Background: an optimization exercise with open tools, aiming at small area, a short achievable clock period and few clock cycles. Do not read the settings as production practice.
The RTL was checked by simulation tests, not by an equivalence proof against the original design.
Power and IR drop assume default switching activity.

==> flow/design.v, too long to show whole: its modules and the start of the top module <==
// module LASER: 3071 lines
module LASER (
    input            CLK,
    input            RST,
    input      [3:0] X,
    input      [3:0] Y,
    output reg [3:0] C1X,
    output reg [3:0] C1Y,
    output reg [3:0] C2X,
    output reg [3:0] C2Y,
    output reg       DONE
);
  // ...
==> flow/flow/run.sh <==
#!/bin/bash
# The standard layout (standard.sh), with one change: the buffer that
# buffer_ports puts on every input and output port is sky130_fd_sc_hd__buf_2.
set -euo pipefail
bash standard.sh BUFFER_PORTS_ARGS="-buffer_cell sky130_fd_sc_hd__buf_2" finish > orfs_make.log 2>&1
==> flow/standard.sh <==
#!/bin/bash
# synth_recipe.tcl (not shown) runs the flow's synth.tcl, then flattens the netlist and writes it again
# the make line also repeats each setting of config.mk as NAME=value (left out here)
make -C /OpenROAD-flow-scripts/flow DESIGN_CONFIG=/design/flow/config.mk WORK_HOME=/design/flow/orfs CLKGATE_MAP_FILE= SYNTH_SCRIPT=/design/flow/synth_recipe.tcl "${@:-finish}"
==> flow/config.mk <==
export PLATFORM = sky130hd
export DESIGN_NAME = LASER
export DESIGN_NICKNAME = LASER
export VERILOG_FILES = /design/flow/design.v
export SDC_FILE = /design/flow/constraint.sdc
export NUM_CORES = 4
export LEC_CHECK = 0
export CAP_MARGIN = 20
export CORE_MARGIN = 2
export CORE_UTILIZATION = 40
export CTS_CLUSTER_DIAMETER = 100
export CTS_CLUSTER_SIZE = 24
export SLEW_MARGIN = 20
==> flow/constraint.sdc <==
create_clock -name core_clock -period 11.0 [get_ports {CLK}]
set_input_delay 2.2000 -clock core_clock [delete_from_list [all_inputs] [get_ports {CLK}]]
set_output_delay 2.2000 -clock core_clock [all_outputs]
set_load 0.01 [all_outputs]
==> out/results.ini, run 1 <==
[worst_setup_path]
cp_common_cell=fa_1
worstSetupPathType=reg -> reg
cp_max_fo=3

[placed_design]
pre_cts_ws_ns=6.90
dpl.hpwl_um=206000
placed_cell_area_um2=81600

[final_layout]
nonClkBufAreaFrac_pct=0.445
final_cell_mix=inv_1, dfxtp_1, fa_1, nand2_1, ha_1
multi_input_cells=5840
utilization_pct=42.7
syn2layout_area_growth_pct=6.28
diodes=4
buffers=55
clk_share_pct=2.64
nFillCells=19500

[timing]
skew_ns=0.0435
finalCritPeriodShare_pct=34.6

[synthesis]
synthMuxAreaShare_pct=1.20
yosysWarnings=1
synth-simple-area-share_pct=12.3
yosys-top-cells-count=inv_1, dfxtp_1, fa_1, nand2_1, ha_1

[pwr]
swShare_pct=48.4
p_switching_mw=10.8

[run_status]
status=finished clean

[die]
core_area_um2=197000

[grt]
grt.total_usage_pct=24.8
use_met3_pct=3.25

[detailed_routing]
dr_wl_met3_um=15500

Testbench counts, summed over its fixed seeds: cycles 6,413.
==> inputs of run 2 (changes only) <==
--- a/flow/design.v
+++ b/flow/design.v
@@ -2257,17 +2257,16 @@
   wire q0_s30 = q0_s28 ^ q0_s25 ^ q0_s26;
   wire q0_c30 = (q0_s28 & q0_s25) | (q0_s28 & q0_s26) | (q0_s25 & q0_s26);
   wire q0_s31 = q0_c28 ^ q0_s29 ^ q0_s27;
   wire q0_c31 = (q0_c28 & q0_s29) | (q0_c28 & q0_s27) | (q0_s29 & q0_s27);
   wire q0_s32 = q0_c30 ^ q0_s31 ^ q0_c21;
   wire q0_c32 = (q0_c30 & q0_s31) | (q0_c30 & q0_c21) | (q0_s31 & q0_c21);
   wire q0_s33 = q0_c31 ^ q0_c29 ^ q0_c27;
   wire q0_c33 = (q0_c31 & q0_c29) | (q0_c31 & q0_c27) | (q0_c29 & q0_c27);
-  wire [5:0] sum0 = {1'b0,q0_c33,q0_c32,q0_s32,q0_s30,q0_s22} + {1'b0,1'b0,q0_s33,1'b0,1'b0,q0_s23};
   wire q1_s47 = r1_0_0 ^ r1_0_1 ^ r1_0_2;
   wire q1_c47 = (r1_0_0 & r1_0_1) | (r1_0_0 & r1_0_2) | (r1_0_1 & r1_0_2);
   wire q1_s48 = r1_0_3 ^ r1_0_4 ^ r1_0_5;
   wire q1_c48 = (r1_0_3 & r1_0_4) | (r1_0_3 & r1_0_5) | (r1_0_4 & r1_0_5);
   wire q1_s49 = r1_0_6 ^ r1_0_7 ^ r1_0_8;
   wire q1_c49 = (r1_0_6 & r1_0_7) | (r1_0_6 & r1_0_8) | (r1_0_7 & r1_0_8);
   wire q1_s50 = r1_0_9 ^ r1_0_10 ^ r1_0_11;
   wire q1_c50 = (r1_0_9 & r1_0_10) | (r1_0_9 & r1_0_11) | (r1_0_10 & r1_0_11);
@@ -2298,17 +2297,16 @@
   wire q1_s63 = q1_s61 ^ q1_s58 ^ q1_s59;
   wire q1_c63 = (q1_s61 & q1_s58) | (q1_s61 & q1_s59) | (q1_s58 & q1_s59);
   wire q1_s64 = q1_c61 ^ q1_s62 ^ q1_s60;
   wire q1_c64 = (q1_c61 & q1_s62) | (q1_c61 & q1_s60) | (q1_s62 & q1_s60);
   wire q1_s65 = q1_c63 ^ q1_s64 ^ q1_c54;
   wire q1_c65 = (q1_c63 & q1_s64) | (q1_c63 & q1_c54) | (q1_s64 & q1_c54);
   wire q1_s66 = q1_c64 ^ q1_c62 ^ q1_c60;
   wire q1_c66 = (q1_c64 & q1_c62) | (q1_c64 & q1_c60) | (q1_c62 & q1_c60);
-  wire [5:0] sum1 = {1'b0,q1_c66,q1_c65,q1_s65,q1_s63,q1_s55} + {1'b0,1'b0,q1_s66,1'b0,1'b0,q1_s56};
   wire q2_s80 = r2_0_0 ^ r2_0_1 ^ r2_0_2;
   wire q2_c80 = (r2_0_0 & r2_0_1) | (r2_0_0 & r2_0_2) | (r2_0_1 & r2_0_2);
   wire q2_s81 = r2_0_3 ^ r2_0_4 ^ r2_0_5;
   wire q2_c81 = (r2_0_3 & r2_0_4) | (r2_0_3 & r2_0_5) | (r2_0_4 & r2_0_5);
   wire q2_s82 = r2_0_6 ^ r2_0_7 ^ r2_0_8;
   wire q2_c82 = (r2_0_6 & r2_0_7) | (r2_0_6 & r2_0_8) | (r2_0_7 & r2_0_8);
   wire q2_s83 = r2_0_9 ^ r2_0_10 ^ r2_0_11;
   wire q2_c83 = (r2_0_9 & r2_0_10) | (r2_0_9 & r2_0_11) | (r2_0_10 & r2_0_11);
@@ -2339,17 +2337,16 @@
   wire q2_s96 = q2_s94 ^ q2_s91 ^ q2_s92;
   wire q2_c96 = (q2_s94 & q2_s91) | (q2_s94 & q2_s92) | (q2_s91 & q2_s92);
   wire q2_s97 = q2_c94 ^ q2_s95 ^ q2_s93;
   wire q2_c97 = (q2_c94 & q2_s95) | (q2_c94 & q2_s93) | (q2_s95 & q2_s93);
   wire q2_s98 = q2_c96 ^ q2_s97 ^ q2_c87;
   wire q2_c98 = (q2_c96 & q2_s97) | (q2_c96 & q2_c87) | (q2_s97 & q2_c87);
   wire q2_s99 = q2_c97 ^ q2_c95 ^ q2_c93;
   wire q2_c99 = (q2_c97 & q2_c95) | (q2_c97 & q2_c93) | (q2_c95 & q2_c93);
-  wire [5:0] sum2 = {1'b0,q2_c99,q2_c98,q2_s98,q2_s96,q2_s88} + {1'b0,1'b0,q2_s99,1'b0,1'b0,q2_s89};
   wire q3_s113 = r3_0_0 ^ r3_0_1 ^ r3_0_2;
   wire q3_c113 = (r3_0_0 & r3_0_1) | (r3_0_0 & r3_0_2) | (r3_0_1 & r3_0_2);
   wire q3_s114 = r3_0_3 ^ r3_0_4 ^ r3_0_5;
   wire q3_c114 = (r3_0_3 & r3_0_4) | (r3_0_3 & r3_0_5) | (r3_0_4 & r3_0_5);
   wire q3_s115 = r3_0_6 ^ r3_0_7 ^ r3_0_8;
   wire q3_c115 = (r3_0_6 & r3_0_7) | (r3_0_6 & r3_0_8) | (r3_0_7 & r3_0_8);
   wire q3_s116 = r3_0_9 ^ r3_0_10 ^ r3_0_11;
   wire q3_c116 = (r3_0_9 & r3_0_10) | (r3_0_9 & r3_0_11) | (r3_0_10 & r3_0_11);
@@ -2380,17 +2377,16 @@
   wire q3_s129 = q3_s127 ^ q3_s124 ^ q3_s125;
   wire q3_c129 = (q3_s127 & q3_s124) | (q3_s127 & q3_s125) | (q3_s124 & q3_s125);
   wire q3_s130 = q3_c127 ^ q3_s128 ^ q3_s126;
   wire q3_c130 = (q3_c127 & q3_s128) | (q3_c127 & q3_s126) | (q3_s128 & q3_s126);
   wire q3_s131 = q3_c129 ^ q3_s130 ^ q3_c120;
   wire q3_c131 = (q3_c129 & q3_s130) | (q3_c129 & q3_c120) | (q3_s130 & q3_c120);
   wire q3_s132 = q3_c130 ^ q3_c128 ^ q3_c126;
   wire q3_c132 = (q3_c130 & q3_c128) | (q3_c130 & q3_c126) | (q3_c128 & q3_c126);
-  wire [5:0] sum3 = {1'b0,q3_c132,q3_c131,q3_s131,q3_s129,q3_s121} + {1'b0,1'b0,q3_s132,1'b0,1'b0,q3_s122};
   wire q4_s146 = r4_0_0 ^ r4_0_1 ^ r4_0_2;
   wire q4_c146 = (r4_0_0 & r4_0_1) | (r4_0_0 & r4_0_2) | (r4_0_1 & r4_0_2);
   wire q4_s147 = r4_0_3 ^ r4_0_4 ^ r4_0_5;
   wire q4_c147 = (r4_0_3 & r4_0_4) | (r4_0_3 & r4_0_5) | (r4_0_4 & r4_0_5);
   wire q4_s148 = r4_0_6 ^ r4_0_7 ^ r4_0_8;
   wire q4_c148 = (r4_0_6 & r4_0_7) | (r4_0_6 & r4_0_8) | (r4_0_7 & r4_0_8);
   wire q4_s149 = r4_0_9 ^ r4_0_10 ^ r4_0_11;
   wire q4_c149 = (r4_0_9 & r4_0_10) | (r4_0_9 & r4_0_11) | (r4_0_10 & r4_0_11);
@@ -2421,17 +2417,16 @@
   wire q4_s162 = q4_s160 ^ q4_s157 ^ q4_s158;
   wire q4_c162 = (q4_s160 & q4_s157) | (q4_s160 & q4_s158) | (q4_s157 & q4_s158);
   wire q4_s163 = q4_c160 ^ q4_s161 ^ q4_s159;
   wire q4_c163 = (q4_c160 & q4_s161) | (q4_c160 & q4_s159) | (q4_s161 & q4_s159);
   wire q4_s164 = q4_c162 ^ q4_s163 ^ q4_c153;
   wire q4_c164 = (q4_c162 & q4_s163) | (q4_c162 & q4_c153) | (q4_s163 & q4_c153);
   wire q4_s165 = q4_c163 ^ q4_c161 ^ q4_c159;
   wire q4_c165 = (q4_c163 & q4_c161) | (q4_c163 & q4_c159) | (q4_c161 & q4_c159);
-  wire [5:0] sum4 = {1'b0,q4_c165,q4_c164,q4_s164,q4_s162,q4_s154} + {1'b0,1'b0,q4_s165,1'b0,1'b0,q4_s155};
   wire q5_s179 = r5_0_0 ^ r5_0_1 ^ r5_0_2;
   wire q5_c179 = (r5_0_0 & r5_0_1) | (r5_0_0 & r5_0_2) | (r5_0_1 & r5_0_2);
   wire q5_s180 = r5_0_3 ^ r5_0_4 ^ r5_0_5;
   wire q5_c180 = (r5_0_3 & r5_0_4) | (r5_0_3 & r5_0_5) | (r5_0_4 & r5_0_5);
   wire q5_s181 = r5_0_6 ^ r5_0_7 ^ r5_0_8;
   wire q5_c181 = (r5_0_6 & r5_0_7) | (r5_0_6 & r5_0_8) | (r5_0_7 & r5_0_8);
   wire q5_s182 = r5_0_9 ^ r5_0_10 ^ r5_0_11;
   wire q5_c182 = (r5_0_9 & r5_0_10) | (r5_0_9 & r5_0_11) | (r5_0_10 & r5_0_11);
@@ -2462,17 +2457,16 @@
   wire q5_s195 = q5_s193 ^ q5_s190 ^ q5_s191;
   wire q5_c195 = (q5_s193 & q5_s190) | (q5_s193 & q5_s191) | (q5_s190 & q5_s191);
   wire q5_s196 = q5_c193 ^ q5_s194 ^ q5_s192;
   wire q5_c196 = (q5_c193 & q5_s194) | (q5_c193 & q5_s192) | (q5_s194 & q5_s192);
   wire q5_s197 = q5_c195 ^ q5_s196 ^ q5_c186;
   wire q5_c197 = (q5_c195 & q5_s196) | (q5_c195 & q5_c186) | (q5_s196 & q5_c186);
   wire q5_s198 = q5_c196 ^ q5_c194 ^ q5_c192;
   wire q5_c198 = (q5_c196 & q5_c194) | (q5_c196 & q5_c192) | (q5_c194 & q5_c192);
-  wire [5:0] sum5 = {1'b0,q5_c198,q5_c197,q5_s197,q5_s195,q5_s187} + {1'b0,1'b0,q5_s198,1'b0,1'b0,q5_s188};
   wire q6_s212 = r6_0_0 ^ r6_0_1 ^ r6_0_2;
   wire q6_c212 = (r6_0_0 & r6_0_1) | (r6_0_0 & r6_0_2) | (r6_0_1 & r6_0_2);
   wire q6_s213 = r6_0_3 ^ r6_0_4 ^ r6_0_5;
   wire q6_c213 = (r6_0_3 & r6_0_4) | (r6_0_3 & r6_0_5) | (r6_0_4 & r6_0_5);
   wire q6_s214 = r6_0_6 ^ r6_0_7 ^ r6_0_8;
   wire q6_c214 = (r6_0_6 & r6_0_7) | (r6_0_6 & r6_0_8) | (r6_0_7 & r6_0_8);
   wire q6_s215 = r6_0_9 ^ r6_0_10 ^ r6_0_11;
   wire q6_c215 = (r6_0_9 & r6_0_10) | (r6_0_9 & r6_0_11) | (r6_0_10 & r6_0_11);
@@ -2503,17 +2497,16 @@
   wire q6_s228 = q6_s226 ^ q6_s223 ^ q6_s224;
   wire q6_c228 = (q6_s226 & q6_s223) | (q6_s226 & q6_s224) | (q6_s223 & q6_s224);
   wire q6_s229 = q6_c226 ^ q6_s227 ^ q6_s225;
   wire q6_c229 = (q6_c226 & q6_s227) | (q6_c226 & q6_s225) | (q6_s227 & q6_s225);
   wire q6_s230 = q6_c228 ^ q6_s229 ^ q6_c219;
   wire q6_c230 = (q6_c228 & q6_s229) | (q6_c228 & q6_c219) | (q6_s229 & q6_c219);
   wire q6_s231 = q6_c229 ^ q6_c227 ^ q6_c225;
   wire q6_c231 = (q6_c229 & q6_c227) | (q6_c229 & q6_c225) | (q6_c227 & q6_c225);
-  wire [5:0] sum6 = {1'b0,q6_c231,q6_c230,q6_s230,q6_s228,q6_s220} + {1'b0,1'b0,q6_s231,1'b0,1'b0,q6_s221};
   wire q7_s245 = r7_0_0 ^ r7_0_1 ^ r7_0_2;
   wire q7_c245 = (r7_0_0 & r7_0_1) | (r7_0_0 & r7_0_2) | (r7_0_1 & r7_0_2);
   wire q7_s246 = r7_0_3 ^ r7_0_4 ^ r7_0_5;
   wire q7_c246 = (r7_0_3 & r7_0_4) | (r7_0_3 & r7_0_5) | (r7_0_4 & r7_0_5);
   wire q7_s247 = r7_0_6 ^ r7_0_7 ^ r7_0_8;
   wire q7_c247 = (r7_0_6 & r7_0_7) | (r7_0_6 & r7_0_8) | (r7_0_7 & r7_0_8);
   wire q7_s248 = r7_0_9 ^ r7_0_10 ^ r7_0_11;
   wire q7_c248 = (r7_0_9 & r7_0_10) | (r7_0_9 & r7_0_11) | (r7_0_10 & r7_0_11);
@@ -2544,17 +2537,16 @@
   wire q7_s261 = q7_s259 ^ q7_s256 ^ q7_s257;
   wire q7_c261 = (q7_s259 & q7_s256) | (q7_s259 & q7_s257) | (q7_s256 & q7_s257);
   wire q7_s262 = q7_c259 ^ q7_s260 ^ q7_s258;
   wire q7_c262 = (q7_c259 & q7_s260) | (q7_c259 & q7_s258) | (q7_s260 & q7_s258);
   wire q7_s263 = q7_c261 ^ q7_s262 ^ q7_c252;
   wire q7_c263 = (q7_c261 & q7_s262) | (q7_c261 & q7_c252) | (q7_s262 & q7_c252);
   wire q7_s264 = q7_c262 ^ q7_c260 ^ q7_c258;
   wire q7_c264 = (q7_c262 & q7_c260) | (q7_c262 & q7_c258) | (q7_c260 & q7_c258);
-  wire [5:0] sum7 = {1'b0,q7_c264,q7_c263,q7_s263,q7_s261,q7_s253} + {1'b0,1'b0,q7_s264,1'b0,1'b0,q7_s254};
   wire q8_s278 = r8_0_0 ^ r8_0_1 ^ r8_0_2;
   wire q8_c278 = (r8_0_0 & r8_0_1) | (r8_0_0 & r8_0_2) | (r8_0_1 & r8_0_2);
   wire q8_s279 = r8_0_3 ^ r8_0_4 ^ r8_0_5;
   wire q8_c279 = (r8_0_3 & r8_0_4) | (r8_0_3 & r8_0_5) | (r8_0_4 & r8_0_5);
   wire q8_s280 = r8_0_6 ^ r8_0_7 ^ r8_0_8;
   wire q8_c280 = (r8_0_6 & r8_0_7) | (r8_0_6 & r8_0_8) | (r8_0_7 & r8_0_8);
   wire q8_s281 = r8_0_9 ^ r8_0_10 ^ r8_0_11;
   wire q8_c281 = (r8_0_9 & r8_0_10) | (r8_0_9 & r8_0_11) | (r8_0_10 & r8_0_11);
@@ -2585,17 +2577,16 @@
   wire q8_s294 = q8_s292 ^ q8_s289 ^ q8_s290;
   wire q8_c294 = (q8_s292 & q8_s289) | (q8_s292 & q8_s290) | (q8_s289 & q8_s290);
   wire q8_s295 = q8_c292 ^ q8_s293 ^ q8_s291;
   wire q8_c295 = (q8_c292 & q8_s293) | (q8_c292 & q8_s291) | (q8_s293 & q8_s291);
   wire q8_s296 = q8_c294 ^ q8_s295 ^ q8_c285;
   wire q8_c296 = (q8_c294 & q8_s295) | (q8_c294 & q8_c285) | (q8_s295 & q8_c285);
   wire q8_s297 = q8_c295 ^ q8_c293 ^ q8_c291;
   wire q8_c297 = (q8_c295 & q8_c293) | (q8_c295 & q8_c291) | (q8_c293 & q8_c291);
-  wire [5:0] sum8 = {1'b0,q8_c297,q8_c296,q8_s296,q8_s294,q8_s286} + {1'b0,1'b0,q8_s297,1'b0,1'b0,q8_s287};
   wire q9_s311 = r9_0_0 ^ r9_0_1 ^ r9_0_2;
   wire q9_c311 = (r9_0_0 & r9_0_1) | (r9_0_0 & r9_0_2) | (r9_0_1 & r9_0_2);
   wire q9_s312 = r9_0_3 ^ r9_0_4 ^ r9_0_5;
   wire q9_c312 = (r9_0_3 & r9_0_4) | (r9_0_3 & r9_0_5) | (r9_0_4 & r9_0_5);
   wire q9_s313 = r9_0_6 ^ r9_0_7 ^ r9_0_8;
   wire q9_c313 = (r9_0_6 & r9_0_7) | (r9_0_6 & r9_0_8) | (r9_0_7 & r9_0_8);
   wire q9_s314 = r9_0_9 ^ r9_0_10 ^ r9_0_11;
   wire q9_c314 = (r9_0_9 & r9_0_10) | (r9_0_9 & r9_0_11) | (r9_0_10 & r9_0_11);
@@ -2626,17 +2617,16 @@
   wire q9_s327 = q9_s325 ^ q9_s322 ^ q9_s323;
   wire q9_c327 = (q9_s325 & q9_s322) | (q9_s325 & q9_s323) | (q9_s322 & q9_s323);
   wire q9_s328 = q9_c325 ^ q9_s326 ^ q9_s324;
   wire q9_c328 = (q9_c325 & q9_s326) | (q9_c325 & q9_s324) | (q9_s326 & q9_s324);
   wire q9_s329 = q9_c327 ^ q9_s328 ^ q9_c318;
   wire q9_c329 = (q9_c327 & q9_s328) | (q9_c327 & q9_c318) | (q9_s328 & q9_c318);
   wire q9_s330 = q9_c328 ^ q9_c326 ^ q9_c324;
   wire q9_c330 = (q9_c328 & q9_c326) | (q9_c328 & q9_c324) | (q9_c326 & q9_c324);
-  wire [5:0] sum9 = {1'b0,q9_c330,q9_c329,q9_s329,q9_s327,q9_s319} + {1'b0,1'b0,q9_s330,1'b0,1'b0,q9_s320};
   wire q10_s344 = r10_0_0 ^ r10_0_1 ^ r10_0_2;
   wire q10_c344 = (r10_0_0 & r10_0_1) | (r10_0_0 & r10_0_2) | (r10_0_1 & r10_0_2);
   wire q10_s345 = r10_0_3 ^ r10_0_4 ^ r10_0_5;
   wire q10_c345 = (r10_0_3 & r10_0_4) | (r10_0_3 & r10_0_5) | (r10_0_4 & r10_0_5);
   wire q10_s346 = r10_0_6 ^ r10_0_7 ^ r10_0_8;
   wire q10_c346 = (r10_0_6 & r10_0_7) | (r10_0_6 & r10_0_8) | (r10_0_7 & r10_0_8);
   wire q10_s347 = r10_0_9 ^ r10_0_10 ^ r10_0_11;
   wire q10_c347 = (r10_0_9 & r10_0_10) | (r10_0_9 & r10_0_11) | (r10_0_10 & r10_0_11);
@@ -2667,17 +2657,16 @@
   wire q10_s360 = q10_s358 ^ q10_s355 ^ q10_s356;
   wire q10_c360 = (q10_s358 & q10_s355) | (q10_s358 & q10_s356) | (q10_s355 & q10_s356);
   wire q10_s361 = q10_c358 ^ q10_s359 ^ q10_s357;
   wire q10_c361 = (q10_c358 & q10_s359) | (q10_c358 & q10_s357) | (q10_s359 & q10_s357);
   wire q10_s362 = q10_c360 ^ q10_s361 ^ q10_c351;
   wire q10_c362 = (q10_c360 & q10_s361) | (q10_c360 & q10_c351) | (q10_s361 & q10_c351);
   wire q10_s363 = q10_c361 ^ q10_c359 ^ q10_c357;
   wire q10_c363 = (q10_c361 & q10_c359) | (q10_c361 & q10_c357) | (q10_c359 & q10_c357);
-  wire [5:0] sum10 = {1'b0,q10_c363,q10_c362,q10_s362,q10_s360,q10_s352} + {1'b0,1'b0,q10_s363,1'b0,1'b0,q10_s353};
   wire q11_s377 = r11_0_0 ^ r11_0_1 ^ r11_0_2;
   wire q11_c377 = (r11_0_0 & r11_0_1) | (r11_0_0 & r11_0_2) | (r11_0_1 & r11_0_2);
   wire q11_s378 = r11_0_3 ^ r11_0_4 ^ r11_0_5;
   wire q11_c378 = (r11_0_3 & r11_0_4) | (r11_0_3 & r11_0_5) | (r11_0_4 & r11_0_5);
   wire q11_s379 = r11_0_6 ^ r11_0_7 ^ r11_0_8;
   wire q11_c379 = (r11_0_6 & r11_0_7) | (r11_0_6 & r11_0_8) | (r11_0_7 & r11_0_8);
   wire q11_s380 = r11_0_9 ^ r11_0_10 ^ r11_0_11;
   wire q11_c380 = (r11_0_9 & r11_0_10) | (r11_0_9 & r11_0_11) | (r11_0_10 & r11_0_11);
@@ -2708,17 +2697,16 @@
   wire q11_s393 = q11_s391 ^ q11_s388 ^ q11_s389;
   wire q11_c393 = (q11_s391 & q11_s388) | (q11_s391 & q11_s389) | (q11_s388 & q11_s389);
   wire q11_s394 = q11_c391 ^ q11_s392 ^ q11_s390;
   wire q11_c394 = (q11_c391 & q11_s392) | (q11_c391 & q11_s390) | (q11_s392 & q11_s390);
   wire q11_s395 = q11_c393 ^ q11_s394 ^ q11_c384;
   wire q11_c395 = (q11_c393 & q11_s394) | (q11_c393 & q11_c384) | (q11_s394 & q11_c384);
   wire q11_s396 = q11_c394 ^ q11_c392 ^ q11_c390;
   wire q11_c396 = (q11_c394 & q11_c392) | (q11_c394 & q11_c390) | (q11_c392 & q11_c390);
-  wire [5:0] sum11 = {1'b0,q11_c396,q11_c395,q11_s395,q11_s393,q11_s385} + {1'b0,1'b0,q11_s396,1'b0,1'b0,q11_s386};
   wire q12_s410 = r12_0_0 ^ r12_0_1 ^ r12_0_2;
   wire q12_c410 = (r12_0_0 & r12_0_1) | (r12_0_0 & r12_0_2) | (r12_0_1 & r12_0_2);
   wire q12_s411 = r12_0_3 ^ r12_0_4 ^ r12_0_5;
   wire q12_c411 = (r12_0_3 & r12_0_4) | (r12_0_3 & r12_0_5) | (r12_0_4 & r12_0_5);
   wire q12_s412 = r12_0_6 ^ r12_0_7 ^ r12_0_8;
   wire q12_c412 = (r12_0_6 & r12_0_7) | (r12_0_6 & r12_0_8) | (r12_0_7 & r12_0_8);
   wire q12_s413 = r12_0_9 ^ r12_0_10 ^ r12_0_11;
   wire q12_c413 = (r12_0_9 & r12_0_10) | (r12_0_9 & r12_0_11) | (r12_0_10 & r12_0_11);
@@ -2749,17 +2737,16 @@
   wire q12_s426 = q12_s424 ^ q12_s421 ^ q12_s422;
   wire q12_c426 = (q12_s424 & q12_s421) | (q12_s424 & q12_s422) | (q12_s421 & q12_s422);
   wire q12_s427 = q12_c424 ^ q12_s425 ^ q12_s423;
   wire q12_c427 = (q12_c424 & q12_s425) | (q12_c424 & q12_s423) | (q12_s425 & q12_s423);
   wire q12_s428 = q12_c426 ^ q12_s427 ^ q12_c417;
   wire q12_c428 = (q12_c426 & q12_s427) | (q12_c426 & q12_c417) | (q12_s427 & q12_c417);
   wire q12_s429 = q12_c427 ^ q12_c425 ^ q12_c423;
   wire q12_c429 = (q12_c427 & q12_c425) | (q12_c427 & q12_c423) | (q12_c425 & q12_c423);
-  wire [5:0] sum12 = {1'b0,q12_c429,q12_c428,q12_s428,q12_s426,q12_s418} + {1'b0,1'b0,q12_s429,1'b0,1'b0,q12_s419};
   wire q13_s443 = r13_0_0 ^ r13_0_1 ^ r13_0_2;
   wire q13_c443 = (r13_0_0 & r13_0_1) | (r13_0_0 & r13_0_2) | (r13_0_1 & r13_0_2);
   wire q13_s444 = r13_0_3 ^ r13_0_4 ^ r13_0_5;
   wire q13_c444 = (r13_0_3 & r13_0_4) | (r13_0_3 & r13_0_5) | (r13_0_4 & r13_0_5);
   wire q13_s445 = r13_0_6 ^ r13_0_7 ^ r13_0_8;
   wire q13_c445 = (r13_0_6 & r13_0_7) | (r13_0_6 & r13_0_8) | (r13_0_7 & r13_0_8);
   wire q13_s446 = r13_0_9 ^ r13_0_10 ^ r13_0_11;
   wire q13_c446 = (r13_0_9 & r13_0_10) | (r13_0_9 & r13_0_11) | (r13_0_10 & r13_0_11);
@@ -2790,17 +2777,16 @@
   wire q13_s459 = q13_s457 ^ q13_s454 ^ q13_s455;
   wire q13_c459 = (q13_s457 & q13_s454) | (q13_s457 & q13_s455) | (q13_s454 & q13_s455);
   wire q13_s460 = q13_c457 ^ q13_s458 ^ q13_s456;
   wire q13_c460 = (q13_c457 & q13_s458) | (q13_c457 & q13_s456) | (q13_s458 & q13_s456);
   wire q13_s461 = q13_c459 ^ q13_s460 ^ q13_c450;
   wire q13_c461 = (q13_c459 & q13_s460) | (q13_c459 & q13_c450) | (q13_s460 & q13_c450);
   wire q13_s462 = q13_c460 ^ q13_c458 ^ q13_c456;
   wire q13_c462 = (q13_c460 & q13_c458) | (q13_c460 & q13_c456) | (q13_c458 & q13_c456);
-  wire [5:0] sum13 = {1'b0,q13_c462,q13_c461,q13_s461,q13_s459,q13_s451} + {1'b0,1'b0,q13_s462,1'b0,1'b0,q13_s452};
   wire q14_s476 = r14_0_0 ^ r14_0_1 ^ r14_0_2;
   wire q14_c476 = (r14_0_0 & r14_0_1) | (r14_0_0 & r14_0_2) | (r14_0_1 & r14_0_2);
   wire q14_s477 = r14_0_3 ^ r14_0_4 ^ r14_0_5;
   wire q14_c477 = (r14_0_3 & r14_0_4) | (r14_0_3 & r14_0_5) | (r14_0_4 & r14_0_5);
   wire q14_s478 = r14_0_6 ^ r14_0_7 ^ r14_0_8;
   wire q14_c478 = (r14_0_6 & r14_0_7) | (r14_0_6 & r14_0_8) | (r14_0_7 & r14_0_8);
   wire q14_s479 = r14_0_9 ^ r14_0_10 ^ r14_0_11;
   wire q14_c479 = (r14_0_9 & r14_0_10) | (r14_0_9 & r14_0_11) | (r14_0_10 & r14_0_11);
@@ -2831,17 +2817,16 @@
   wire q14_s492 = q14_s490 ^ q14_s487 ^ q14_s488;
   wire q14_c492 = (q14_s490 & q14_s487) | (q14_s490 & q14_s488) | (q14_s487 & q14_s488);
   wire q14_s493 = q14_c490 ^ q14_s491 ^ q14_s489;
   wire q14_c493 = (q14_c490 & q14_s491) | (q14_c490 & q14_s489) | (q14_s491 & q14_s489);
   wire q14_s494 = q14_c492 ^ q14_s493 ^ q14_c483;
   wire q14_c494 = (q14_c492 & q14_s493) | (q14_c492 & q14_c483) | (q14_s493 & q14_c483);
   wire q14_s495 = q14_c493 ^ q14_c491 ^ q14_c489;
   wire q14_c495 = (q14_c493 & q14_c491) | (q14_c493 & q14_c489) | (q14_c491 & q14_c489);
-  wire [5:0] sum14 = {1'b0,q14_c495,q14_c494,q14_s494,q14_s492,q14_s484} + {1'b0,1'b0,q14_s495,1'b0,1'b0,q14_s485};
   wire q15_s509 = r15_0_0 ^ r15_0_1 ^ r15_0_2;
   wire q15_c509 = (r15_0_0 & r15_0_1) | (r15_0_0 & r15_0_2) | (r15_0_1 & r15_0_2);
   wire q15_s510 = r15_0_3 ^ r15_0_4 ^ r15_0_5;
   wire q15_c510 = (r15_0_3 & r15_0_4) | (r15_0_3 & r15_0_5) | (r15_0_4 & r15_0_5);
   wire q15_s511 = r15_0_6 ^ r15_0_7 ^ r15_0_8;
   wire q15_c511 = (r15_0_6 & r15_0_7) | (r15_0_6 & r15_0_8) | (r15_0_7 & r15_0_8);
   wire q15_s512 = r15_0_9 ^ r15_0_10 ^ r15_0_11;
   wire q15_c512 = (r15_0_9 & r15_0_10) | (r15_0_9 & r15_0_11) | (r15_0_10 & r15_0_11);
@@ -2872,36 +2857,274 @@
   wire q15_s525 = q15_s523 ^ q15_s520 ^ q15_s521;
   wire q15_c525 = (q15_s523 & q15_s520) | (q15_s523 & q15_s521) | (q15_s520 & q15_s521);
   wire q15_s526 = q15_c523 ^ q15_s524 ^ q15_s522;
   wire q15_c526 = (q15_c523 & q15_s524) | (q15_c523 & q15_s522) | (q15_s524 & q15_s522);
   wire q15_s527 = q15_c525 ^ q15_s526 ^ q15_c516;
   wire q15_c527 = (q15_c525 & q15_s526) | (q15_c525 & q15_c516) | (q15_s526 & q15_c516);
   wire q15_s528 = q15_c526 ^ q15_c524 ^ q15_c522;
   wire q15_c528 = (q15_c526 & q15_c524) | (q15_c526 & q15_c522) | (q15_c524 & q15_c522);
-  wire [5:0] sum15 = {1'b0,q15_c528,q15_c527,q15_s527,q15_s525,q15_s517} + {1'b0,1'b0,q15_s528,1'b0,1'b0,q15_s518};
-  reg [5:0] cn0, cn1, cn2, cn3, cn4, cn5, cn6, cn7, cn8, cn9, cn10, cn11, cn12, cn13, cn14, cn15;
+  reg s0_0_0;
+  reg s0_1_0;
+  reg s0_0_1;
+  reg s0_0_2;
+  reg s0_0_3;
+  reg s0_1_3;
+  reg s0_0_4;
+  reg s1_0_0;
+  reg s1_1_0;
+  reg s1_0_1;
+  reg s1_0_2;
+  reg s1_0_3;
+  reg s1_1_3;
+  reg s1_0_4;
+  reg s2_0_0;
+  reg s2_1_0;
+  reg s2_0_1;
+  reg s2_0_2;
+  reg s2_0_3;
+  reg s2_1_3;
+  reg s2_0_4;
+  reg s3_0_0;
+  reg s3_1_0;
+  reg s3_0_1;
+  reg s3_0_2;
+  reg s3_0_3;
+  reg s3_1_3;
+  reg s3_0_4;
+  reg s4_0_0;
+  reg s4_1_0;
+  reg s4_0_1;
+  reg s4_0_2;
+  reg s4_0_3;
+  reg s4_1_3;
+  reg s4_0_4;
+  reg s5_0_0;
+  reg s5_1_0;
+  reg s5_0_1;
+  reg s5_0_2;
+  reg s5_0_3;
+  reg s5_1_3;
+  reg s5_0_4;
+  reg s6_0_0;
+  reg s6_1_0;
+  reg s6_0_1;
+  reg s6_0_2;
+  reg s6_0_3;
+  reg s6_1_3;
+  reg s6_0_4;
+  reg s7_0_0;
+  reg s7_1_0;
+  reg s7_0_1;
+  reg s7_0_2;
+  reg s7_0_3;
+  reg s7_1_3;
+  reg s7_0_4;
+  reg s8_0_0;
+  reg s8_1_0;
+  reg s8_0_1;
+  reg s8_0_2;
+  reg s8_0_3;
+  reg s8_1_3;
+  reg s8_0_4;
+  reg s9_0_0;
+  reg s9_1_0;
+  reg s9_0_1;
+  reg s9_0_2;
+  reg s9_0_3;
+  reg s9_1_3;
+  reg s9_0_4;
+  reg s10_0_0;
+  reg s10_1_0;
+  reg s10_0_1;
+  reg s10_0_2;
+  reg s10_0_3;
+  reg s10_1_3;
+  reg s10_0_4;
+  reg s11_0_0;
+  reg s11_1_0;
+  reg s11_0_1;
+  reg s11_0_2;
+  reg s11_0_3;
+  reg s11_1_3;
+  reg s11_0_4;
+  reg s12_0_0;
+  reg s12_1_0;
+  reg s12_0_1;
+  reg s12_0_2;
+  reg s12_0_3;
+  reg s12_1_3;
+  reg s12_0_4;
+  reg s13_0_0;
+  reg s13_1_0;
+  reg s13_0_1;
+  reg s13_0_2;
+  reg s13_0_3;
+  reg s13_1_3;
+  reg s13_0_4;
+  reg s14_0_0;
+  reg s14_1_0;
+  reg s14_0_1;
+  reg s14_0_2;
+  reg s14_0_3;
+  reg s14_1_3;
+  reg s14_0_4;
+  reg s15_0_0;
+  reg s15_1_0;
+  reg s15_0_1;
+  reg s15_0_2;
+  reg s15_0_3;
+  reg s15_1_3;
+  reg s15_0_4;
   always @(posedge CLK) begin
-    cn0 <= sum0[5:0];
-    cn1 <= sum1[5:0];
-    cn2 <= sum2[5:0];
-    cn3 <= sum3[5:0];
-    cn4 <= sum4[5:0];
-    cn5 <= sum5[5:0];
-    cn6 <= sum6[5:0];
-    cn7 <= sum7[5:0];
-    cn8 <= sum8[5:0];
-    cn9 <= sum9[5:0];
-    cn10 <= sum10[5:0];
-    cn11 <= sum11[5:0];
-    cn12 <= sum12[5:0];
-    cn13 <= sum13[5:0];
-    cn14 <= sum14[5:0];
-    cn15 <= sum15[5:0];
+    s0_0_0 <= q0_s22;
+    s0_1_0 <= q0_s23;
+    s0_0_1 <= q0_s30;
+    s0_0_2 <= q0_s32;
+    s0_0_3 <= q0_c32;
+    s0_1_3 <= q0_s33;
+    s0_0_4 <= q0_c33;
+    s1_0_0 <= q1_s55;
+    s1_1_0 <= q1_s56;
+    s1_0_1 <= q1_s63;
+    s1_0_2 <= q1_s65;
+    s1_0_3 <= q1_c65;
+    s1_1_3 <= q1_s66;
+    s1_0_4 <= q1_c66;
+    s2_0_0 <= q2_s88;
+    s2_1_0 <= q2_s89;
+    s2_0_1 <= q2_s96;
+    s2_0_2 <= q2_s98;
+    s2_0_3 <= q2_c98;
+    s2_1_3 <= q2_s99;
+    s2_0_4 <= q2_c99;
+    s3_0_0 <= q3_s121;
+    s3_1_0 <= q3_s122;
+    s3_0_1 <= q3_s129;
+    s3_0_2 <= q3_s131;
+    s3_0_3 <= q3_c131;
+    s3_1_3 <= q3_s132;
+    s3_0_4 <= q3_c132;
+    s4_0_0 <= q4_s154;
+    s4_1_0 <= q4_s155;
+    s4_0_1 <= q4_s162;
+    s4_0_2 <= q4_s164;
+    s4_0_3 <= q4_c164;
+    s4_1_3 <= q4_s165;
+    s4_0_4 <= q4_c165;
+    s5_0_0 <= q5_s187;
+    s5_1_0 <= q5_s188;
+    s5_0_1 <= q5_s195;
+    s5_0_2 <= q5_s197;
+    s5_0_3 <= q5_c197;
+    s5_1_3 <= q5_s198;
+    s5_0_4 <= q5_c198;
+    s6_0_0 <= q6_s220;
+    s6_1_0 <= q6_s221;
+    s6_0_1 <= q6_s228;
+    s6_0_2 <= q6_s230;
+    s6_0_3 <= q6_c230;
+    s6_1_3 <= q6_s231;
+    s6_0_4 <= q6_c231;
+    s7_0_0 <= q7_s253;
+    s7_1_0 <= q7_s254;
+    s7_0_1 <= q7_s261;
+    s7_0_2 <= q7_s263;
+    s7_0_3 <= q7_c263;
+    s7_1_3 <= q7_s264;
+    s7_0_4 <= q7_c264;
+    s8_0_0 <= q8_s286;
+    s8_1_0 <= q8_s287;
+    s8_0_1 <= q8_s294;
+    s8_0_2 <= q8_s296;
+    s8_0_3 <= q8_c296;
+    s8_1_3 <= q8_s297;
+    s8_0_4 <= q8_c297;
+    s9_0_0 <= q9_s319;
+    s9_1_0 <= q9_s320;
+    s9_0_1 <= q9_s327;
+    s9_0_2 <= q9_s329;
+    s9_0_3 <= q9_c329;
+    s9_1_3 <= q9_s330;
+    s9_0_4 <= q9_c330;
+    s10_0_0 <= q10_s352;
+    s10_1_0 <= q10_s353;
+    s10_0_1 <= q10_s360;
+    s10_0_2 <= q10_s362;
+    s10_0_3 <= q10_c362;
+    s10_1_3 <= q10_s363;
+    s10_0_4 <= q10_c363;
+    s11_0_0 <= q11_s385;
+    s11_1_0 <= q11_s386;
+    s11_0_1 <= q11_s393;
+    s11_0_2 <= q11_s395;
+    s11_0_3 <= q11_c395;
+    s11_1_3 <= q11_s396;
+    s11_0_4 <= q11_c396;
+    s12_0_0 <= q12_s418;
+    s12_1_0 <= q12_s419;
+    s12_0_1 <= q12_s426;
+    s12_0_2 <= q12_s428;
+    s12_0_3 <= q12_c428;
+    s12_1_3 <= q12_s429;
+    s12_0_4 <= q12_c429;
+    s13_0_0 <= q13_s451;
+    s13_1_0 <= q13_s452;
+    s13_0_1 <= q13_s459;
+    s13_0_2 <= q13_s461;
+    s13_0_3 <= q13_c461;
+    s13_1_3 <= q13_s462;
+    s13_0_4 <= q13_c462;
+    s14_0_0 <= q14_s484;
+    s14_1_0 <= q14_s485;
+    s14_0_1 <= q14_s492;
+    s14_0_2 <= q14_s494;
+    s14_0_3 <= q14_c494;
+    s14_1_3 <= q14_s495;
+    s14_0_4 <= q14_c495;
+    s15_0_0 <= q15_s517;
+    s15_1_0 <= q15_s518;
+    s15_0_1 <= q15_s525;
+    s15_0_2 <= q15_s527;
+    s15_0_3 <= q15_c527;
+    s15_1_3 <= q15_s528;
+    s15_0_4 <= q15_c528;
   end
+  wire [5:0] sum0 = {1'b0,s0_0_4,s0_0_3,s0_0_2,s0_0_1,s0_0_0} + {1'b0,1'b0,s0_1_3,1'b0,1'b0,s0_1_0};
+  wire [5:0] cn0 = sum0[5:0];
+  wire [5:0] sum1 = {1'b0,s1_0_4,s1_0_3,s1_0_2,s1_0_1,s1_0_0} + {1'b0,1'b0,s1_1_3,1'b0,1'b0,s1_1_0};
+  wire [5:0] cn1 = sum1[5:0];
+  wire [5:0] sum2 = {1'b0,s2_0_4,s2_0_3,s2_0_2,s2_0_1,s2_0_0} + {1'b0,1'b0,s2_1_3,1'b0,1'b0,s2_1_0};
+  wire [5:0] cn2 = sum2[5:0];
+  wire [5:0] sum3 = {1'b0,s3_0_4,s3_0_3,s3_0_2,s3_0_1,s3_0_0} + {1'b0,1'b0,s3_1_3,1'b0,1'b0,s3_1_0};
+  wire [5:0] cn3 = sum3[5:0];
+  wire [5:0] sum4 = {1'b0,s4_0_4,s4_0_3,s4_0_2,s4_0_1,s4_0_0} + {1'b0,1'b0,s4_1_3,1'b0,1'b0,s4_1_0};
+  wire [5:0] cn4 = sum4[5:0];
+  wire [5:0] sum5 = {1'b0,s5_0_4,s5_0_3,s5_0_2,s5_0_1,s5_0_0} + {1'b0,1'b0,s5_1_3,1'b0,1'b0,s5_1_0};
+  wire [5:0] cn5 = sum5[5:0];
+  wire [5:0] sum6 = {1'b0,s6_0_4,s6_0_3,s6_0_2,s6_0_1,s6_0_0} + {1'b0,1'b0,s6_1_3,1'b0,1'b0,s6_1_0};
+  wire [5:0] cn6 = sum6[5:0];
+  wire [5:0] sum7 = {1'b0,s7_0_4,s7_0_3,s7_0_2,s7_0_1,s7_0_0} + {1'b0,1'b0,s7_1_3,1'b0,1'b0,s7_1_0};
+  wire [5:0] cn7 = sum7[5:0];
+  wire [5:0] sum8 = {1'b0,s8_0_4,s8_0_3,s8_0_2,s8_0_1,s8_0_0} + {1'b0,1'b0,s8_1_3,1'b0,1'b0,s8_1_0};
+  wire [5:0] cn8 = sum8[5:0];
+  wire [5:0] sum9 = {1'b0,s9_0_4,s9_0_3,s9_0_2,s9_0_1,s9_0_0} + {1'b0,1'b0,s9_1_3,1'b0,1'b0,s9_1_0};
+  wire [5:0] cn9 = sum9[5:0];
+  wire [5:0] sum10 = {1'b0,s10_0_4,s10_0_3,s10_0_2,s10_0_1,s10_0_0} + {1'b0,1'b0,s10_1_3,1'b0,1'b0,s10_1_0};
+  wire [5:0] cn10 = sum10[5:0];
+  wire [5:0] sum11 = {1'b0,s11_0_4,s11_0_3,s11_0_2,s11_0_1,s11_0_0} + {1'b0,1'b0,s11_1_3,1'b0,1'b0,s11_1_0};
+  wire [5:0] cn11 = sum11[5:0];
+  wire [5:0] sum12 = {1'b0,s12_0_4,s12_0_3,s12_0_2,s12_0_1,s12_0_0} + {1'b0,1'b0,s12_1_3,1'b0,1'b0,s12_1_0};
+  wire [5:0] cn12 = sum12[5:0];
+  wire [5:0] sum13 = {1'b0,s13_0_4,s13_0_3,s13_0_2,s13_0_1,s13_0_0} + {1'b0,1'b0,s13_1_3,1'b0,1'b0,s13_1_0};
+  wire [5:0] cn13 = sum13[5:0];
+  wire [5:0] sum14 = {1'b0,s14_0_4,s14_0_3,s14_0_2,s14_0_1,s14_0_0} + {1'b0,1'b0,s14_1_3,1'b0,1'b0,s14_1_0};
+  wire [5:0] cn14 = sum14[5:0];
+  wire [5:0] sum15 = {1'b0,s15_0_4,s15_0_3,s15_0_2,s15_0_1,s15_0_0} + {1'b0,1'b0,s15_1_3,1'b0,1'b0,s15_1_0};
+  wire [5:0] cn15 = sum15[5:0];
   function leq6(input [5:0] a, input [5:0] b);
     reg c; integer k;
     begin
       c = 1'b1;
       for (k = 0; k < 6; k = k + 1)
         c = (b[k] & ~a[k]) | (b[k] & c) | (~a[k] & c);
       leq6 = c;
     end
==> flow/config.mk (replaced) <==
export PLATFORM = sky130hd
export DESIGN_NAME = LASER
export DESIGN_NICKNAME = LASER
export VERILOG_FILES = /design/flow/design.v
export SDC_FILE = /design/flow/constraint.sdc
export NUM_CORES = 4
export LEC_CHECK = 0
export CAP_MARGIN = 20
export CORE_MARGIN = 2
export CORE_UTILIZATION = 55
export CTS_CLUSTER_DIAMETER = 100
export CTS_CLUSTER_SIZE = 24
export SLEW_MARGIN = 20
==> run 2 against run 1 <==
  * Synthesized cell count down 4.9%
  * Worst setup slack better by 0.052 ns
  * Global-route usage grew 7.6 points
  * Worst hold slack improved by 0.0016 ns
  * Critical path type unchanged
  * Critical path depth up 1
  * Die area shrank 29%
  * Largest power group unchanged
  * Synthesized area decreased by 3.1%
  * Cell count is 11% lower
  * Flip-flop and latch count is 16 higher
  * Clock skew shrank 0.018 ns
==> out/results.ini, run 2 <==
[worst_setup_path]
cp_max_fo=7  ; +4
worstPathRequired_ns=11.60
startpoint_type=flip-flop
end_kind=flip-flop
worstSetupPathType=reg -> reg
crit_arrival_ns=4.36

[cts]
clk-insertion-delay-late_ns=0.72
numCtsBuffers=58
hold_buffers=0
cts-root-buf=clkbuf_16
post_cts_buffers=0
post_cts_resized=0
path_clk_slew_ns=0.09
clkSinkCount=1170
ctsHtreeMaxLevel=2
cts_buffer_depth=3
cts_tree=done

[detailed_routing]
vias=58700
dr_wl_met3_um=16100  ; +3.8%
drt_iter0_markers=5357
drt_wl_total_um=230000
top_layer_used=met4
routed_via_density=5.79
final_antenna_net_count=0
wl_met2_um=103000
drc_errors=0
wl_per_cell_um=22.7
wl_met1_um=102000
drt_first_pass_iters=9

[pwr]
p_seq_share_pct=35.3
p_int_mw=8.94
p_leak_nw=37.2
clkPwrFrac_pct=16.4
swShare_pct=42.5  ; -5.9 points
vdd_ir_drop_max_uv=167
p_per_area_nw_per_um2=194
p_switching_mw=6.61  ; -39%
p_total_mw=15.6
combPwrFrac_pct=48.3

[synthesis]
yosys_most_used_dff=dfxtp_1
synth-edff-count=34
synthTopCellsByArea=dfxtp_1, fa_1, ha_1
ys_ff_latch=1170
syn_avg_cell_area_um2=9.07
ys_seq_area_share_pct=31.1
yosysMostFrequentCell=inv_1
synth_top_area_share_pct=29.7
synthCells=8436
yosysWarnings=1  ; unchanged
yosys.area.top_type=dfxtp_1
synth.distinct_cells=85
async_flop_share_pct=0
syn-cell-area_um2=76500
yosys-top-cells-count=inv_1, dfxtp_1, fa_1, nor2_1, nand2_1

[final_layout]
final_cell_mix=inv_1, dfxtp_1, fa_1, nor2_1, nand2_1
final_common_cell=inv_1
largestRegisters=tx: 160 flops, ty: 160 flops, tm: 40 flops
finalNetCount=9526
drive_above_1_share_pct=2.46
syn2layout_area_growth_pct=4.57
final-instance-count-excl-fill=10100

[grt]
overflow=0
antenna_found_initial=5
grt_pass1_vias=57200
grt_pass1_wl_um=348000
grt_max_degree=87
grt.total_usage_pct=32.3  ; +7.6 points

[timing]
grt_setup_unrepaired=no
fin_setup_tns_ns=0
worst_slew_pin_slew_ns=1.09
slew_violations=0
skew_ns=0.0259  ; -0.0176 ns
setup_violations=0
finalCritPeriodShare_pct=34.1  ; -0.47 points
slew_headroom_pct=26.9
final_hold_viol_count=0
fin_crit_ns=3.75
max_freq_mhz=267

[die]
initial_core_util_pct=55.5
die_w_um=377
core_area_um2=138000  ; -30%
rows=136
dieArea_um2=142000
io_pins=27
fp.dieH_um=377

[placed_design]
gp_congestion=1.04
portBuffers=26
dpl.hpwl_um=189000  ; -8.3%
placed_cells=10100

[run_status]
status=finished clean

[job]
maxCapViolations=0

[hold_path]
hold_class=reg -> reg

run 2: changes by cell type after synthesis, sizes merged, moves of 45 or more:
cell,before,now
nand2b,113,58
inv,1652,1403
nor2,510,624
nor2b,118,73
maj3,115,163
run 2: logic make-up after synthesis:
kind of cell,synth area share [%]
xor gates and xnor gates,4.33
DFF,31.1
other,0.00490
AOI/OAI and AO/OA,16.6
and+or+nand+nor,11.2
buffers and inverters,7.99
muxes,0.862
adders and majority gates,28.0
run 2: critical path, cell delays in order, from the launching register on:
cell,delay (ns)
dfxtp_1,0.32
ha_1,0.22
ha_1,0.36
inv_1,0.09
maj3_1,0.35
maj3_1,0.37
maj3_1,0.36
maj3_1,0.35
o21ai_1,0.27
a21boi_1,0.60
a22oi_1,0.19
o221ai_1,0.16
run 2: per-stage QoR:
step / worst slack (ns) / area, um2 / hold WS, ns / util [%]
5_1_grt: 7.10 / 80000 / 0.338 / 58.0
3_5_place_dp: 7.04 / 78200 / 0.312 / 56.7
2_1_floorplan: 6.68 / 76500 / 0.310 / -
6_report: 7.25 / 80000 / 0.333 / 58.0
3_3_place_gp: 6.94 / 78200 / 0.311 / 56.7
4_1_cts: 7.34 / 80000 / 0.334 / 58.0
run 2: final cells by class:
type	count	area (um2)
tap	1794	2240
antenna	1	2.50
timing repair buffer	50	323
inverter	1404	5270
clock buffer	70	1610
sequential	1170	23800
multi-input combinational	5640	46600
fill	12200	57900
clock inverter	13	145
run 2: final timing paths:
kind | from | endpoint | slack, ns | cells after the start
worst max register to register | s5_0_0 | gc1[3] | 7.25 | 11
worst min register to register | bY[3] | cY[3] | 0.33 | 0
worst max-delay path | s5_0_0 | gc1[3] | 7.25 | 11
worst min-delay path | bY[3] | cY[3] | 0.33 | 0
run 2: per-layer routing:
layer / track usage (%) / vias to the layer above
li1: - / 27800
met1: 45.0 / 28500
met2: 51.3 / 2100
met3: 4.78 / 370
met4: 11.3 / 0
met5: 0 / -
run 2: power groups by stage:
stage	Sequential [mW]	Combinational, mW	Clock (mW)
floorplan	5.33	5.13	0
global placement	5.56	7.26	0
detailed placement	5.57	7.36	0
CTS	5.48	7.40	2.60
global route	5.55	8.32	2.74
finish	5.49	7.52	2.54
Testbench counts of run 2, summed over its fixed seeds: cycles 6,413.
==> inputs of run 3 (changes only) <==
--- a/flow/config.mk
+++ b/flow/config.mk
@@ -8,5 +8,5 @@
 export CAP_MARGIN = 20
 export CORE_MARGIN = 2
-export CORE_UTILIZATION = 55
+export CORE_UTILIZATION = 40
 export CTS_CLUSTER_DIAMETER = 100
 export CTS_CLUSTER_SIZE = 24
==> run 3 against run 2 <==
  * Still clean
  * Sequential power is essentially flat
  * Core utilization shrank 15 points
  * Synthesized cell count is the same
  * Via count is essentially flat
  * Clock-buffer cell count grew 1
  * Non-clock buffer count grew 2
  * Critical path depth is the same
  * Critical path type unchanged
==> out/results.ini, run 3 <==
[run_status]
status=finished clean

[synthesis]
yosysMostFrequentCell=inv_1
yosysWarnings=1  ; unchanged
synth_compound_area_share_pct=16.6  ; unchanged
synth_top_area_share_pct=29.7  ; unchanged
ys_seq_area_share_pct=31.1  ; unchanged
synth-simple-area-share_pct=11.2  ; unchanged
synth_top_family_by_area=adder cells
synth-edff-count=34  ; unchanged
syn_avg_cell_area_um2=9.07  ; unchanged
yosys-top-cells-count=inv_1, dfxtp_1, fa_1, nor2_1, nand2_1
yosys_most_used_dff=dfxtp_1
yosys.area.top_type=dfxtp_1
synthMuxAreaShare_pct=0.862  ; unchanged
ys_ff_latch=1170  ; unchanged
synth_adder_area_share_pct=28.0  ; unchanged
synthCells=8436  ; unchanged
syn-cell-area_um2=76500  ; unchanged
synthTopCellsByArea=dfxtp_1, fa_1, ha_1
async_flop_share_pct=0  ; unchanged
synth.distinct_cells=85  ; unchanged
synthXorXnorAreaFrac_pct=4.33  ; unchanged

[worst_setup_path]
cp_common_cell=maj3_1
worstSetupPathType=reg -> reg
slowest_stage=a21boi_1
max_stage_delay_ns=0.53  ; -0.07 ns
worstPathRequired_ns=11.65  ; +0.05 ns
crit_arrival_ns=4.24  ; -0.12 ns
startpoint_type=flip-flop
cp_max_fo=7  ; unchanged
end_kind=flip-flop
r2r_start=s5_0_0
crit_chain=ha_1, ha_1, inv_1, maj3_1, maj3_1, maj3_1, maj3_1, o21ai_1, a21boi_1, a22oi_1, o221ai_1
r2r_slack_ns=7.41  ; +0.16 ns
reg2reg_to=gc1[3]
rr_worst_depth=11  ; unchanged
worstSetupStartpoint=s5_0_0

[pwr]
p_per_area_nw_per_um2=194  ; -0.41%
p_leak_nw=37.3  ; +0.16%
vdd_ir_drop_max_uv=138  ; -17%

[detailed_routing]
vias=58700  ; -0.092%
drt_wl_total_um=236000  ; +2.4%
wl_per_cell_um=21.7  ; -4.4%
drc_errors=0  ; unchanged
routed_via_density=5.40  ; -6.8%
drt_first_pass_iters=7  ; -2
drt_iter0_markers=4973  ; -7.2%
final_antenna_net_count=0  ; unchanged

[timing]
final_hold_viol_count=0  ; unchanged
skew_ns=0.0508  ; +0.0249 ns
worst_slew_pin_slew_ns=1.01  ; -0.0751 ns
slew_violations=0  ; unchanged
fin_setup_tns_ns=0  ; unchanged
fin_ws_ns=7.41  ; +0.163 ns
setup_violations=0  ; unchanged
grt_setup_unrepaired=no
slew_headroom_pct=32.0  ; +5.1 points
max_freq_mhz=279  ; +4.5%
fin_crit_ns=3.59  ; -0.163 ns
finalCritPeriodShare_pct=32.6  ; -1.5 points

[final_layout]
seq_area_um2=23800  ; unchanged
final_common_cell=inv_1
multi_input_area_um2=46600  ; unchanged
nFillCells=18400  ; +50%
largestRegisters=tx: 160 flops, ty: 160 flops, tm: 40 flops
drive_above_1_share_pct=2.50  ; +0.046 points
finalNetCount=9529  ; +0.031%
syn2layout_area_growth_pct=5.93
final_cell_mix=inv_1, dfxtp_1, fa_1, nor2_1, nand2_1

[cts]
post_cts_buffers=0  ; unchanged
post_cts_resized=0  ; unchanged
path_clk_slew_ns=0.11  ; +0.02 ns
ctsHtreeMaxLevel=2  ; unchanged
cts_buffer_depth=3  ; unchanged
cts_tree=done
cts-root-buf=clkbuf_16
hold_buffers=0  ; unchanged
numCtsBuffers=59  ; +1.7%
clk-insertion-delay-late_ns=0.76  ; +0.04 ns
clkSinkCount=1170  ; unchanged

[die]
fp.dieH_um=441  ; +17%
core_area_um2=190000  ; +38%
io_pins=27  ; unchanged
initial_core_util_pct=40.3  ; -15 points
die_w_um=441  ; +17%
rows=160  ; +18%
dieArea_um2=195000  ; +37%

[hold_path]
hold_class=reg -> reg
hold_start=dL
hold_end=eL
hold_depth=0  ; unchanged

[placed_design]
dpl.hpwl_um=192000  ; +1.8%
pre_cts_ws_ns=6.95  ; -0.0834 ns
gp_congestion=1.01  ; -2.4%
portBuffers=26  ; unchanged

[grt]
grt.total_usage_pct=24.0  ; -8.3 points
grt_max_degree=87  ; unchanged
antenna_found_initial=9  ; +4
overflow=0  ; unchanged
grt_pass1_vias=57500  ; +0.62%
grt_pass1_wl_um=356000  ; +2.1%

[job]
maxCapViolations=0  ; unchanged

## run 3: cell count changes in the layout (fill, tap and decap cells not counted), sizes merged
cell and change:
buf +2, bufinv +3, clkbuf +1, clkinv -1
diode +5, inv +1
## run 3: worst max-delay path by stage
| stage | end | slack (ns) | cells past startpoint |
|---|---|---|---|
| 3_5_place_dp | tm[0] | 6.95 | 12 |
| 5_1_grt | r14_0_8 | 7.11 | 11 |
| 4_1_cts | C2Y[0] | 7.38 | 1 |
| 3_3_place_gp | tm[0] | 6.83 | 12 |
| 6_report | gc1[3] | 7.41 | 11 |
| 2_1_floorplan | ca12[0] | 6.68 | 8 |
## run 3: logic make-up after synthesis
| group | after synthesis |
|---|---|
| AND/OR/NAND/NOR | 1887 |
| flip-flops | 1170 |
| adder cells (fa/ha/maj) | 1355 |
| XOR/XNOR | 378 |
| buffers and inverters | 1626 |
| AO/OA/AOI/OAI | 1954 |
| multiplexers | 65 |
| other | 1 |
## run 3: routing by layer
layer	wire [um]	global-route usage, %	part of all wire [%]	vias to the layer above
met1	108000	33.8	46	28500
li1	-	-	-	27800
met4	11200	9.78	4.8	4
met2	101000	37.0	43	1978
met5	22	0	0.0093	-
met3	14700	3.32	6.2	329
## run 3: area by class of cell
| class | instances | share of cell area [%] |
|---|---|---|
| multi-input cells | 5640 | 57.5 |
| flip-flops and latches | 1170 | 29.3 |
| inverters | 1404 | 6.50 |
| well taps | 2511 | 3.88 |
| clock buffers | 71 | 1.97 |
| repair buffers | 52 | 0.448 |
| clock inverters | 16 | 0.312 |
| diodes | 6 | 0.0185 |
## run 3: power by group
group / leakage, nW / switching, mW / internal (mW)
clock network: 0.895 / 1.49 / 1.14
logic: 26.6 / 4.65 / 2.93
registers: 9.75 / 0.508 / 4.97
total: 37.3 / 6.65 / 9.04
## run 3: metrics by stage
step | utilization, % | area (um2) | std cells | power (mW) | hold slack (ns)
floorplan | - | 76500 | 8436 | 10.5 | 0.310
global placement | 41.7 | 79200 | 10800 | 12.9 | 0.310
detailed placement | 41.7 | 79200 | 10800 | 13.0 | 0.312
CTS | 42.6 | 81000 | 10900 | 15.7 | 0.329
global route | 42.6 | 81000 | 10900 | 16.8 | 0.338
finish | 42.6 | 81000 | 10900 | 15.7 | 0.332
## run 3: worst max-delay path, delay by kind of cell, from the launching register on
| kind | cells | cell delay, ns |
|---|---|---|
| AOI/OAI and AO/OA | 4 | 1.09 |
| adders and majority gates | 6 | 2.00 |
| buffers and inverters | 1 | 0.08 |
| DFF | 1 | 0.33 |

==> re-timing with driven ports <==
How much do the figures lean on ideal ports? The routed layouts below were timed once more, with nothing changed but the port constraints.
Step 1 (the two cells are an assumption about what drives the block):
set clk [get_ports {CLK}]
set_driving_cell -lib_cell sky130_fd_sc_hd__clkbuf_16 $clk
set_driving_cell -lib_cell sky130_fd_sc_hd__buf_2 [delete_from_list [all_inputs] $clk]
Step 2, shift: input delay + t, output delay - t, t = (earliest + latest rising clock arrival at the registers) / 2. This alone moves slack from input paths to output paths.
Slacks: no drivers / after step 1 / after step 2; pairs: no drivers / after step 1.
| run | shift t [ns] | setup slack, ns | worst setup path after step 2 | latest minus earliest clock arrival (ns) |
|---|---|---|---|---|
| run 1 | 0.800 | 7.196 / 7.196 / 6.883 | input to register | 0.057 / 0.056 |
| run 2 | 0.790 | 7.248 / 7.248 / 7.016 | input to register | 0.032 / 0.032 |
| run 3 | 0.816 | 7.410 / 7.358 / 6.945 | input to register | 0.059 / 0.059 |
After both steps every run listed still meets setup and hold. For run 3, which loses most, drivers alone change the setup slack by -0.052 ns; drivers and shift together by -0.465 ns.
